This design comes from an exercise in tuning for a short achievable clock period on the open sky130 flow, not from production work.
Power figures rest on the tool's default switching activity, not on a simulated workload.

==> run a: inputs <==
==> flow/design.v (excerpt) <==
module CPU(clock, nReset, iMemOut, dMemOut, iAddr, dAddr, dWr, dMemIn);
export LEC_CHECK = 0
export ABC_CLOCK_PERIOD_IN_PS = 2000
export CAP_MARGIN = 20
export CORE_MARGIN = 2
export CORE_UTILIZATION = 50
export SETUP_SLACK_MARGIN = 5
export SLEW_MARGIN = 20
export TNS_END_PERCENT = 100
create_clock -name core_clock -period 9.0 [get_ports {clock}]
run.sh (not shown) runs the stock make flow with config.mk's settings and CLKGATE_MAP_FILE= SYNTH_SCRIPT=/design/flow/synth_recipe.tcl, a recipe that flattens the netlist after the stock synthesis.
==> inputs of run b, as changes to run a <==
--- a/flow/design.v
+++ b/flow/design.v
@@ -152,100 +152,38 @@
 	begin
 		for (j = 0; j < 16; j = j + 1)
 			onehot4[j] = (n == j);
 	end
 endfunction
-function [31:0] add32;
-	input [31:0] a, b;
-	input cin;
-	reg [31:0] g, p, gn, pn;
-	integer i, d;
-	begin
-		g = a & b;
-		p = a ^ b;
-		g[0] = g[0] | (p[0] & cin);
-		for (d = 1; d < 32; d = d * 2) begin
-			gn = g;
-			pn = p;
-			for (i = d; i < 32; i = i + 1) begin
-				gn[i] = g[i] | (p[i] & g[i-d]);
-				pn[i] = p[i] & p[i-d];
-			end
-			g = gn;
-			p = pn;
-		end
-		add32 = a ^ b ^ {g[30:0], cin};
-	end
-endfunction
-function [19:0] add20;
-	input [19:0] a, b;
-	input cin;
-	reg [19:0] g, p, gn, pn;
-	integer i, d;
-	begin
-		g = a & b;
-		p = a ^ b;
-		g[0] = g[0] | (p[0] & cin);
-		for (d = 1; d < 20; d = d * 2) begin
-			gn = g;
-			pn = p;
-			for (i = d; i < 20; i = i + 1) begin
-				gn[i] = g[i] | (p[i] & g[i-d]);
-				pn[i] = p[i] & p[i-d];
-			end
-			g = gn;
-			p = pn;
-		end
-		add20 = a ^ b ^ {g[18:0], cin};
-	end
-endfunction
-function [19:0] inc4;
-	input [19:0] x;
-	integer i;
-	begin
-		inc4[1:0] = x[1:0];
-		for (i = 2; i < 20; i = i + 1)
-			inc4[i] = x[i] ^ (&(x[19:2] | ({18{1'b1}} << (i - 2))));
-	end
-endfunction
-function [31:0] dec4;
-	input [31:0] x;
-	integer i;
-	begin
-		dec4[1:0] = x[1:0];
-		for (i = 2; i < 32; i = i + 1)
-			dec4[i] = x[i] ^ ~(|(x[31:2] & ~({30{1'b1}} << (i - 2))));
-	end
-endfunction
-wire	[31:0]	aluSum = add32(ea, ebx, eCIN);
+wire	[31:0]	aluSum = ea + ebx + {31'b0, eCIN};
 wire	[31:0]	aluLog = ({32{eAND}} & (ea & ebx)) | ({32{eOR}} & (ea | ebx)) | ({32{eXOR}} & (ea ^ ebx));
 wire	[31:0]	aluRes = eADD ? aluSum : aluLog;
 wire	[31:0]	aluT = ea ^ ebx;
 wire	[31:0]	aluK = {ea[30:0] | ebx[30:0], eCIN};
 wire			aluSumZero = (aluT == aluK);
 wire			aluZero = eADD ? aluSumZero : ~|aluLog;
 wire	[19:0]	csS = ea[19:0] ^ ebx[19:0] ^ 20'h4;
 wire	[19:0]	csC = {(ea[18:0] & ebx[18:0]) | {16'b0, ea[2] | ebx[2], 2'b0}, eCIN};
-wire	[19:0]	aluSumP4 = add20(csS, csC, 1'b0);
-wire	[19:0]	aluLogP4 = inc4(aluLog[19:0]);
+wire	[19:0]	aluSumP4 = csS + csC;
+wire	[19:0]	aluLogP4 = aluLog[19:0] + 20'd4;
 wire	[19:0]	aluResP4 = eADD ? aluSumP4 : aluLogP4;
-wire	[31:0]	eaM4 = dec4(ea);
+wire	[31:0]	eaM4 = ea - 32'd4;
 wire	[31:0]	andM4 = eaM4 & ebx;
 wire	[42:0]	TrnsIn = eInTrns1 ? eFP_d1a : eFP_d2a;
 wire	[31:0]	TrnsLow = TrnsIn[31:0];
 wire	[31:0]	TrnsHigh = {21'b0, TrnsIn[42:32]};
 wire	[31:0]	addr32 = {12'b0, eDatRAMAddr};
 wire	[31:0]	early1 = ({32{sEa}} & ea) | ({32{sEaM4}} & eaM4) | ({32{sAndM4}} & andM4) |
 					({32{sTrns}} & TrnsLow) | ({32{sAddr}} & addr32);
-wire	[19:0]	early1P4 = ({20{sEa}} & inc4(ea[19:0])) | ({20{sEaM4}} & ea[19:0]) |
-					({20{sAndM4}} & inc4(andM4[19:0])) | ({20{sTrns}} & inc4(TrnsLow[19:0])) |
-					({20{sAddr}} & inc4(eDatRAMAddr));
-wire	[19:0]	memP4 = inc4(dMemOut[19:0]);
+wire	[19:0]	early1P4 = ({20{sEa}} & (ea[19:0] + 20'd4)) | ({20{sEaM4}} & ea[19:0]) |
+					({20{sAndM4}} & (andM4[19:0] + 20'd4)) | ({20{sTrns}} & (TrnsLow[19:0] + 20'd4)) |
+					({20{sAddr}} & (eDatRAMAddr + 20'd4));
+wire	[19:0]	memP4 = dMemOut[19:0] + 20'd4;
 wire	[31:0]	ed1 = sMem ? dMemOut : (sAlu ? aluRes : early1);
 wire	[19:0]	ed1P4 = sMem ? memP4 : (sAlu ? aluResP4 : early1P4);
 wire	[31:0]	ed2 = eiPOP_iFPOP ? dMemOut : TrnsHigh;
-wire	[19:0]	ed2P4 = eiPOP_iFPOP ? memP4 : inc4(TrnsHigh[19:0]);
+wire	[19:0]	ed2P4 = eiPOP_iFPOP ? memP4 : (TrnsHigh[19:0] + 20'd4);
 wire			memZero32 = ~|dMemOut;
 wire			memZero10 = ~|dMemOut[9:0];
 wire			INT_Zero = sMem ? memZero32 : (sAlu ? aluZero : ~|early1);
 wire			INT_Neg = ed1[31];
 wire	[42:0]	AbsOpp1 = {eAbs_CH1 ? 1'b0 : ~eFP_d1a[42], eFP_d1a[41:0]};
@@ -307,11 +245,11 @@
 wire	[31:0]	qb = rd32(Rflat, selB);
 wire	[31:0]	fqaEarly = mWa1 ? wd1 : (mWa2 ? wd2 : qa);
 wire	[31:0]	fqbEarly = mWb1 ? wd1 : (mWb2 ? wd2 : qb);
 wire	[31:0]	fqa = mEa1 ? ed1 : (mEa2 ? ed2 : fqaEarly);
 wire	[31:0]	fqb = mEb1 ? ed1 : (mEb2 ? ed2 : fqbEarly);
-wire	[19:0]	fqaP4 = mEa1 ? ed1P4 : (mEa2 ? ed2P4 : inc4(fqaEarly[19:0]));
+wire	[19:0]	fqaP4 = mEa1 ? ed1P4 : (mEa2 ? ed2P4 : (fqaEarly[19:0] + 20'd4));
 wire	[42:0]	FP_q1a = rd43(Fflat, selF1);
 wire	[42:0]	FP_q2a = rd43(Fflat, selF2);
 wire	[42:0]	fq1Early = mF1W1 ? wfd1 : (mF1W2 ? wfd2 : FP_q1a);
 wire	[42:0]	fq2Early = mF2W1 ? wfd1 : (mF2W2 ? wfd2 : FP_q2a);
 wire	[42:0]	FP_d1a = mF1E1 ? eFP_ed1 : (mF1E2 ? eFP_ed2 : fq1Early);
@@ -324,13 +262,13 @@
 wire			negtive = (FlagSel == 2'b01) ? FP_Neg_CH1 : ((FlagSel == 2'b10) ? FP_Neg_CH2 : INT_Neg);
 wire			positive = ~zero & ~negtive;
 wire			condTaken = (iJZ & zero) | (iJNZ & ~zero) | (iJNEG & negtive) | (iJPOS & positive);
 wire			NPCSel = ~discard & (iJMP | iCALL | iLDPC | condTaken);
 wire	[19:0]	immTgt = {IR[17:0], 2'b00};
-wire	[19:0]	brTgt = (iJMP | iCALL) ? immTgt : add20(IDPC, immTgt, 1'b0);
+wire	[19:0]	brTgt = (iJMP | iCALL) ? immTgt : (IDPC + immTgt);
 wire	[19:0]	NPC1 = iLDPC ? fqa[19:0] : brTgt;
-wire	[19:0]	NextPC = NPCSel ? NPC1 : inc4(PC);
+wire	[19:0]	NextPC = NPCSel ? NPC1 : (PC + 20'd4);
 wire			wregFP = INT_WReg_CH1 | INT_WReg_CH2;
 wire			wreg1 = ~discard & (iALU | iADDI | iSUBI | iANDI | iORI | iXORI | iCALL | iLD | iLUI | iSVFL |
 							iPOP | (isFP & wregFP) | pushAny | iPOP_iFPOP);
 wire			wreg2 = ~discard & (iPOP | (isFP & iTRNS2INT & ~svfl1 & ~svfl2));
 wire			wmem = ~discard & (iST | (isFP & (WMem_CH1 | WMem_CH2)) | pushAny);
- ABC_CLOCK_PERIOD_IN_PS: 2000 -> 2500
- CORE_UTILIZATION: 50 -> 40
==> notes <==
In run a the routed wire length is lower than in run b, by about 2.6%. Of run b and run a, run b has the higher via count (gap about 1.2%, measured against run a). Against run a, the hold slack of run b is worse by 20 ps. In sequential power, run a and run b hardly differ. Flip-flop and latch count is the same in run a and run b.
==> figures <==
| metric | run b | run a |
|---|---|---|
| Status | timing/DRC/antenna clean | timing/DRC/antenna clean |
| Number of stages on the worst setup path | 13 | 14 |
| Final critical path time including I/O delays and setup | 4493 ps | 4869 ps |
| Starting density of the core | 0.4022 | 0.5026 |
| Number of standard cells after synthesis | 9416 | 9368 |
| Wire length of the first global-routing pass | 735.3 mm | 720.0 mm |
| Instance area at placement | 109700 µm² | 108300 µm² |
| Sequential element share of the synthesized area | 0.4792 | 0.4814 |
| Worst-path fanout max | 29 | 37 |
| Number of nets in the synthesized netlist | 9617 | 9608 |
| Average wire length per cell after detail routing | 42.37 µm | 43.97 µm |
| Post-CTS clock slew at the launch and capture registers of the worst setup and hold paths | 60 ps | 70 ps |
Function was not checked in any run of this note: the RTL went through the layout flow alone.

[re-timing with driven ports]
Ports are ideal in the flow. The routed layouts listed here were re-timed in OpenROAD. Step 1, drivers: a clkbuf_16 drives clock and a buf_2 each remaining input, both assumed. Step 2 moves the port delays by t, midway between the first and last clock arrival at a register: inputs arrive t later, outputs are due t later. That takes back most of the time a late clock gives input paths. Three values: ideal, step 1, step 2; two values: the first two.
run	t (ns)	setup WS [ns]	latest minus earliest clock arrival (ns)	pins driven straight from the clock port
run a	0.967	4.131 / 4.131 / 3.348	0.061 / 0.062	1
run b	0.975	4.507 / 4.507 / 3.654	0.098 / 0.098	1
After both steps setup and hold are still met in every run listed. The setup slack of run b, which loses most, moves by 0.000 ns with the drivers and by -0.853 ns with both steps.
